This design comes from an exercise in tuning for small area and a short achievable clock period on the open sky130 flow, not from production work.
RTL that was checked went through simulation tests only; none was proved equivalent to the original.
Power and IR drop assume default switching activity.

==> flow/design.v (excerpt) <==
module vedicmult_16bit(input [15:0] a, b,
input clk, reset,
output reg [31:0] out);
wire pp0_0;
wire pp0_1;
wire pp0_2;
wire pp0_3;
wire pp0_4;
wire pp0_5;
wire pp0_6;
wire pp0_7;
wire pp0_8;
wire pp0_9;
wire pp0_10;
wire pp0_11;
wire pp0_12;
wire pp0_13;
wire pp0_14;
wire pp0_15;
wire pp1_0;
wire pp1_1;
wire pp1_2;
wire pp1_3;
wire pp1_4;
wire pp1_5;
wire pp1_6;
wire pp1_7;
wire pp1_8;
wire pp1_9;
wire pp1_10;
wire pp1_11;
wire pp1_12;
wire pp1_13;
wire pp1_14;
wire pp1_15;
wire pp2_0;
wire pp2_1;
wire pp2_2;
wire pp2_3;
wire pp2_4;
wire pp2_5;
wire pp2_6;
wire pp2_7;
wire pp2_8;
wire pp2_9;
wire pp2_10;
wire pp2_11;
wire pp2_12;
wire pp2_13;
wire pp2_14;
wire pp2_15;
wire pp3_0;
wire pp3_1;
wire pp3_2;
wire pp3_3;
wire pp3_4;
wire pp3_5;
wire pp3_6;
wire pp3_7;
wire pp3_8;
wire pp3_9;
wire pp3_10;
wire pp3_11;
wire pp3_12;
wire pp3_13;
wire pp3_14;
wire pp3_15;
wire pp4_0;
wire pp4_1;
wire pp4_2;
wire pp4_3;
wire pp4_4;
wire pp4_5;
wire pp4_6;
wire pp4_7;
wire pp4_8;
wire pp4_9;
wire pp4_10;
wire pp4_11;
wire pp4_12;
wire pp4_13;
wire pp4_14;
wire pp4_15;
wire pp5_0;
wire pp5_1;
wire pp5_2;
wire pp5_3;
wire pp5_4;
wire pp5_5;
wire pp5_6;
wire pp5_7;
wire pp5_8;
wire pp5_9;
wire pp5_10;
wire pp5_11;
wire pp5_12;
wire pp5_13;
wire pp5_14;
wire pp5_15;
wire pp6_0;
wire pp6_1;
wire pp6_2;
wire pp6_3;
wire pp6_4;
wire pp6_5;
wire pp6_6;
wire pp6_7;
wire pp6_8;
wire pp6_9;
wire pp6_10;
wire pp6_11;
wire pp6_12;
wire pp6_13;
wire pp6_14;
wire pp6_15;
wire pp7_0;
wire pp7_1;
wire pp7_2;
wire pp7_3;
wire pp7_4;
wire pp7_5;
wire pp7_6;
wire pp7_7;
wire pp7_8;
wire pp7_9;
wire pp7_10;
wire pp7_11;
wire pp7_12;
wire pp7_13;
wire pp7_14;
wire pp7_15;
wire pp8_0;
wire pp8_1;
wire pp8_2;
wire pp8_3;
wire pp8_4;
wire pp8_5;
wire pp8_6;
wire pp8_7;
wire pp8_8;
wire pp8_9;
wire pp8_10;
wire pp8_11;
wire pp8_12;
wire pp8_13;
wire pp8_14;
wire pp8_15;
wire pp9_0;
wire pp9_1;
wire pp9_2;
wire pp9_3;
wire pp9_4;
wire pp9_5;
wire pp9_6;
wire pp9_7;
wire pp9_8;
wire pp9_9;
  ...
For scale: about 770 cells after synthesis, about 32 flip-flops, about 7200 um2 of cells after synthesis.
clock: 17.0 ns
lec_check: 0
cap_margin: 20
core_margin: 2
core_utilization: 40
cts_buf_list: sky130_fd_sc_hd__clkbuf_4
cts_cluster_size: 8
slew_margin: 20
synth_hierarchical: 1
synth_minimum_keep_size: 0
standard.sh (not shown) runs the stock make flow with config.mk's settings and CLKGATE_MAP_FILE= SYNTH_SCRIPT=/design/flow/synth_recipe.tcl, a recipe that flattens the netlist after the stock synthesis.
==> flow/flow/run.sh <==
#!/bin/bash
# Own layout flow: the standard ORFS flow (standard.sh), with the input and
# output port buffers made of plain buf_2 cells (the default picks a delay cell);
# the output buffers are then cut down to buf_1 before detailed placement.
set -euo pipefail
export BUFFER_PORTS_ARGS="-buffer_cell sky130_fd_sc_hd__buf_2"
export PRE_FLOORPLAN_TCL="$PWD/flow/pre_floorplan.tcl"
export PRE_DETAIL_PLACE_TCL="$PWD/flow/pre_detail_place.tcl"
export SETUP_SLACK_MARGIN=8.8
bash standard.sh > standard.log 2>&1
==> flow/flow/pre_detail_place.tcl <==
# Output ports drive only the 10 fF pin load and have ample slack: their port
# buffers can be the smallest buffer.
set n 0
foreach inst [[ord::get_db_block] getInsts] {
  set m [[$inst getMaster] getName]
  set name [$inst getName]
  if { $m eq "sky130_fd_sc_hd__buf_2" && [string match "output*" $name] } {
    replace_cell [get_cells $name] sky130_fd_sc_hd__buf_1
    incr n
  }
}
puts "pre_detail_place: resized $n output buffers"
==> flow/flow/pre_floorplan.tcl <==
# Synthesis (abc) maps each Booth selector to an a22oi_2; the _1 cell is the
# same function in less area and easily drives the single gate it feeds.
set swaps {sky130_fd_sc_hd__a22oi_2 sky130_fd_sc_hd__a22oi_1}
set n 0
foreach inst [[ord::get_db_block] getInsts] {
  set m [[$inst getMaster] getName]
  if { [dict exists $swaps $m] } {
    replace_cell [get_cells [$inst getName]] [dict get $swaps $m]
    incr n
  }
}
puts "pre_floorplan: resized $n cells"
Edit:
--- a/flow/flow/run.sh
+++ b/flow/flow/run.sh
@@ -7,4 +7,4 @@
 export PRE_FLOORPLAN_TCL="$PWD/flow/pre_floorplan.tcl"
 export PRE_DETAIL_PLACE_TCL="$PWD/flow/pre_detail_place.tcl"
-export SETUP_SLACK_MARGIN=8.8
+export SETUP_SLACK_MARGIN=8.7
 bash standard.sh > standard.log 2>&1
- CTS_BUF_LIST: sky130_fd_sc_hd__clkbuf_4 -> sky130_fd_sc_hd__clkbuf_8
What happened: Setup slack loses 99 ps. Global-route usage shrinks by 0.17 points. Final area grows by 0.75%. Critical path depth grows by 1. Non-clock buffer count is unchanged. First-iteration DRC count shrinks by 15%. Cell count does not change. Core utilization grows by 0.33 points. Routed wire length shrinks by 1.3%. Power grows by 1.3%.
Edit:
--- a/flow/flow/run.sh
+++ b/flow/flow/run.sh
@@ -7,4 +7,4 @@
 export PRE_FLOORPLAN_TCL="$PWD/flow/pre_floorplan.tcl"
 export PRE_DETAIL_PLACE_TCL="$PWD/flow/pre_detail_place.tcl"
-export SETUP_SLACK_MARGIN=8.7
+export SETUP_SLACK_MARGIN=8.8
 bash standard.sh > standard.log 2>&1
- CTS_BUF_LIST: sky130_fd_sc_hd__clkbuf_8 -> sky130_fd_sc_hd__clkbuf_4
- CTS_CLUSTER_DIAMETER: not set -> 60
What happened: Power fell by 1.3%; final cell count stays the same; routed wire length grows by 1.4%; cell area shrinks by 0.75%; flip-flop and latch count does not change; sequential power hardly moves; worst hold slack degrades by 120 ps; sequential share of layout area is about the same; area after synthesis is unchanged.
Edit:
--- a/flow/flow/run.sh
+++ b/flow/flow/run.sh
@@ -7,4 +7,4 @@
 export PRE_FLOORPLAN_TCL="$PWD/flow/pre_floorplan.tcl"
 export PRE_DETAIL_PLACE_TCL="$PWD/flow/pre_detail_place.tcl"
-export SETUP_SLACK_MARGIN=8.8
+export SETUP_SLACK_MARGIN=8.9
 bash standard.sh > standard.log 2>&1
- CTS_BUF_LIST: sky130_fd_sc_hd__clkbuf_4 -> sky130_fd_sc_hd__clkbuf_8
- CTS_CLUSTER_DIAMETER: 60 -> not set
After rerunning: Cell count is higher by about 1.7%. Cell area rose by 5.8%. Area after synthesis is unchanged. Worst setup slack improves by 64 ps. First-iteration DRC count rises by 20%.
Edit:
--- a/flow/flow/run.sh
+++ b/flow/flow/run.sh
@@ -7,4 +7,4 @@
 export PRE_FLOORPLAN_TCL="$PWD/flow/pre_floorplan.tcl"
 export PRE_DETAIL_PLACE_TCL="$PWD/flow/pre_detail_place.tcl"
-export SETUP_SLACK_MARGIN=8.9
+export SETUP_SLACK_MARGIN=8.8
 bash standard.sh > standard.log 2>&1
Result: Power falls by 6.9%. Worst hold slack is worse by 91 ps. Clock power falls by about 2%. Setup slack is worse by 91 ps. Wire length shrinks by 2.6%. Cell count went down by 1.6%. First-iteration DRC count fell by 24%. Critical path depth went down by 4. Die area does not change. Non-clock buffer count decreases by 17. Utilization goes down by 1.8 points.
Function was not checked in any run of this note: the RTL went through the layout flow alone.

========
== north ==
vedicmult_16bit, a different RTL version from the one above (not shown whole).
Size: about 32 flip-flops, ~7300 um^2 of cells after synthesis.
// vedicmult_16bit
module vedicmult_16bit(input [15:0] a, b,
input clk, reset,
output reg [31:0] out);
wire pp0_0;
wire pp0_1;
wire pp0_2;
wire pp0_3;
wire pp0_4;
wire pp0_5;
wire pp0_6;
wire pp0_7;
wire pp0_8;
wire pp0_9;
wire pp0_10;
wire pp0_11;
wire pp0_12;
wire pp0_13;
wire pp0_14;
wire pp0_15;
wire pp1_0;
wire pp1_1;
wire pp1_2;
wire pp1_3;
wire pp1_4;
wire pp1_5;
wire pp1_6;
wire pp1_7;
wire pp1_8;
wire pp1_9;
wire pp1_10;
wire pp1_11;
wire pp1_12;
wire pp1_13;
wire pp1_14;
wire pp1_15;
wire pp2_0;
wire pp2_1;
wire pp2_2;
wire pp2_3;
wire pp2_4;
wire pp2_5;
wire pp2_6;
wire pp2_7;
wire pp2_8;
wire pp2_9;
wire pp2_10;
wire pp2_11;
wire pp2_12;
wire pp2_13;
wire pp2_14;
wire pp2_15;
wire pp3_0;
wire pp3_1;
wire pp3_2;
wire pp3_3;
wire pp3_4;
wire pp3_5;
wire pp3_6;
wire pp3_7;
wire pp3_8;
wire pp3_9;
wire pp3_10;
wire pp3_11;
wire pp3_12;
wire pp3_13;
wire pp3_14;
wire pp3_15;
wire pp4_0;
wire pp4_1;
wire pp4_2;
wire pp4_3;
wire pp4_4;
wire pp4_5;
wire pp4_6;
wire pp4_7;
wire pp4_8;
wire pp4_9;
wire pp4_10;
wire pp4_11;
wire pp4_12;
wire pp4_13;
wire pp4_14;
wire pp4_15;
wire pp5_0;
wire pp5_1;
wire pp5_2;
wire pp5_3;
wire pp5_4;
wire pp5_5;
wire pp5_6;
wire pp5_7;
wire pp5_8;
wire pp5_9;
wire pp5_10;
wire pp5_11;
wire pp5_12;
wire pp5_13;
wire pp5_14;
wire pp5_15;
wire pp6_0;
wire pp6_1;
wire pp6_2;
wire pp6_3;
wire pp6_4;
wire pp6_5;
wire pp6_6;
wire pp6_7;
wire pp6_8;
wire pp6_9;
wire pp6_10;
wire pp6_11;
wire pp6_12;
wire pp6_13;
wire pp6_14;
wire pp6_15;
wire pp7_0;
wire pp7_1;
wire pp7_2;
wire pp7_3;
wire pp7_4;
wire pp7_5;
wire pp7_6;
wire pp7_7;
wire pp7_8;
wire pp7_9;
wire pp7_10;
wire pp7_11;
wire pp7_12;
wire pp7_13;
wire pp7_14;
wire pp7_15;
wire pp8_0;
wire pp8_1;
wire pp8_2;
wire pp8_3;
wire pp8_4;
wire pp8_5;
wire pp8_6;
wire pp8_7;
wire pp8_8;
wire pp8_9;
wire pp8_10;
wire pp8_11;
wire pp8_12;
wire pp8_13;
wire pp8_14;
wire pp8_15;
wire pp9_0;
wire pp9_1;
wire pp9_2;
wire pp9_3;
wire pp9_4;
wire pp9_5;
wire pp9_6;
wire pp9_7;
wire pp9_8;
  ...
clock: 17.0 ns
lec_check: 0
cap_margin: 20
core_margin: 2
core_utilization: 40
cts_buf_list: sky130_fd_sc_hd__clkbuf_4
cts_cluster_size: 8
slew_margin: 20
synth_hierarchical: 1
synth_minimum_keep_size: 0
==> flow/flow/run.sh <==
#!/bin/bash
# Own layout flow: the standard ORFS flow (standard.sh), with the input and
# output port buffers made of plain buf_2 cells (the default picks a delay cell);
# the output buffers are then cut down to buf_1 before detailed placement.
set -euo pipefail
export BUFFER_PORTS_ARGS="-buffer_cell sky130_fd_sc_hd__buf_2"
export PRE_FLOORPLAN_TCL="$PWD/flow/pre_floorplan.tcl"
export PRE_DETAIL_PLACE_TCL="$PWD/flow/pre_detail_place.tcl"
export SETUP_SLACK_MARGIN=8.8
bash standard.sh > standard.log 2>&1
Scripts as last shown in full above: flow/flow/pre_detail_place.tcl, flow/flow/pre_floorplan.tcl
north: all stages complete, timing, DRC and antenna checks passed
Modified inputs, south compared to north
diff --git a/flow/flow/run.sh b/flow/flow/run.sh
--- a/flow/flow/run.sh
+++ b/flow/flow/run.sh
@@ -8,3 +8,3 @@
 export PRE_DETAIL_PLACE_TCL="$PWD/flow/pre_detail_place.tcl"
-export SETUP_SLACK_MARGIN=8.8
+export SETUP_SLACK_MARGIN=9.3
 bash standard.sh > standard.log 2>&1
diff --git a/flow/config.mk b/flow/config.mk
--- a/flow/config.mk
+++ b/flow/config.mk
@@ -10,4 +10,3 @@
 export CORE_UTILIZATION = 40
-export CTS_BUF_LIST = sky130_fd_sc_hd__clkbuf_4
-export CTS_CLUSTER_SIZE = 8
+export CTS_BUF_LIST = sky130_fd_sc_hd__clkbuf_4 sky130_fd_sc_hd__clkbuf_8
 export SLEW_MARGIN = 20
Findings:
Across south and north, none had a timing, DRC or antenna violation.
The width of the die of north and that of south are within noise of each other.
The end point of the critical path comes out out[29] in one run and out[30] in the other, namely in south and north respectively.
Between north and south, starting DRC count in detailed routing increased.
The run showing the greater switching part of the total power is north.
Diff north -> south: highest ir drop seen on vdd saw an increase, fmax saw an increase, met3 routing resource usage after global routing saw a decrease, final layout net count saw an increase, number of top-level design ports saw little to no change.
For total power draw, dividing the value from north by the value from south gives 0.844.
north → south: proportion of power drawn by the clock network was more or less identical, minimum clock period decreased by 0.35 ns relative to the old numbers.
Setup changes, south to east
diff --git a/flow/flow/run.sh b/flow/flow/run.sh
--- a/flow/flow/run.sh
+++ b/flow/flow/run.sh
@@ -8,3 +8,2 @@
 export PRE_DETAIL_PLACE_TCL="$PWD/flow/pre_detail_place.tcl"
-export SETUP_SLACK_MARGIN=9.3
 bash standard.sh > standard.log 2>&1
Comparing south and east, the higher number of signal-net buffers in the layout was measured on south. Comparing east against south, there is no change at all in total clock buffers created by CTS. south has lower sequential share of layout area than east. When the final numbers for south and east were put side by side, the wire length of the first global-routing pass turned out to be greater in south. Diff south -> east: clock tree buffer count of the final layout rose by 2; total power lower; number of buffers on the longest clock path closely matched the old numbers; period utilization saw an increase.

re-timing with driven ports:
In the flow no input, the clock included, has a driving cell. The finished layouts below were timed again as built, in two steps.
Step 1 sets driving cells, clkbuf_16 on the clock port and buf_2 on the other inputs (assumed; they add their load-dependent delay and slew).
Step 2 moves the port delays by t, midway between the first and last clock arrival at a register: inputs arrive t later, outputs are due t later. That takes back most of the time a late clock gives input paths.
Three values: ideal ports, drivers, drivers and shift; two values: the first two.
| run | t (ns) | slack for setup (ns) | clock arrival spread, ns | worst data-port slew with drivers (ns) |
|---|---|---|---|---|
| the first run of note 1 | 0.406 | 9.007 / 8.999 / 8.592 | 0.010 / 0.011 | 0.05 |
| the second run of note 1 | 0.348 | 8.908 / 8.922 / 8.574 | 0.009 / 0.009 | 0.05 |
| the third run of note 1 | 0.406 | 9.007 / 8.999 / 8.592 | 0.010 / 0.011 | 0.05 |
| the fourth run of note 1 | 0.323 | 9.072 / 8.995 / 8.672 | 0.010 / 0.010 | 0.12 |
| the fifth run of note 1 | 0.340 | 8.980 / 8.993 / 8.653 | 0.008 / 0.008 | 0.06 |
| north | 0.391 | 8.977 / 8.984 / 8.594 | 0.014 / 0.013 | 0.05 |
| south | 0.306 | 9.327 / 9.247 / 8.941 | 0.004 / 0.004 | 0.15 |
| east | 0.325 | 8.628 / 8.641 / 8.317 | 0.009 / 0.009 | 0.04 |
After both steps setup and hold are still met in every run listed.
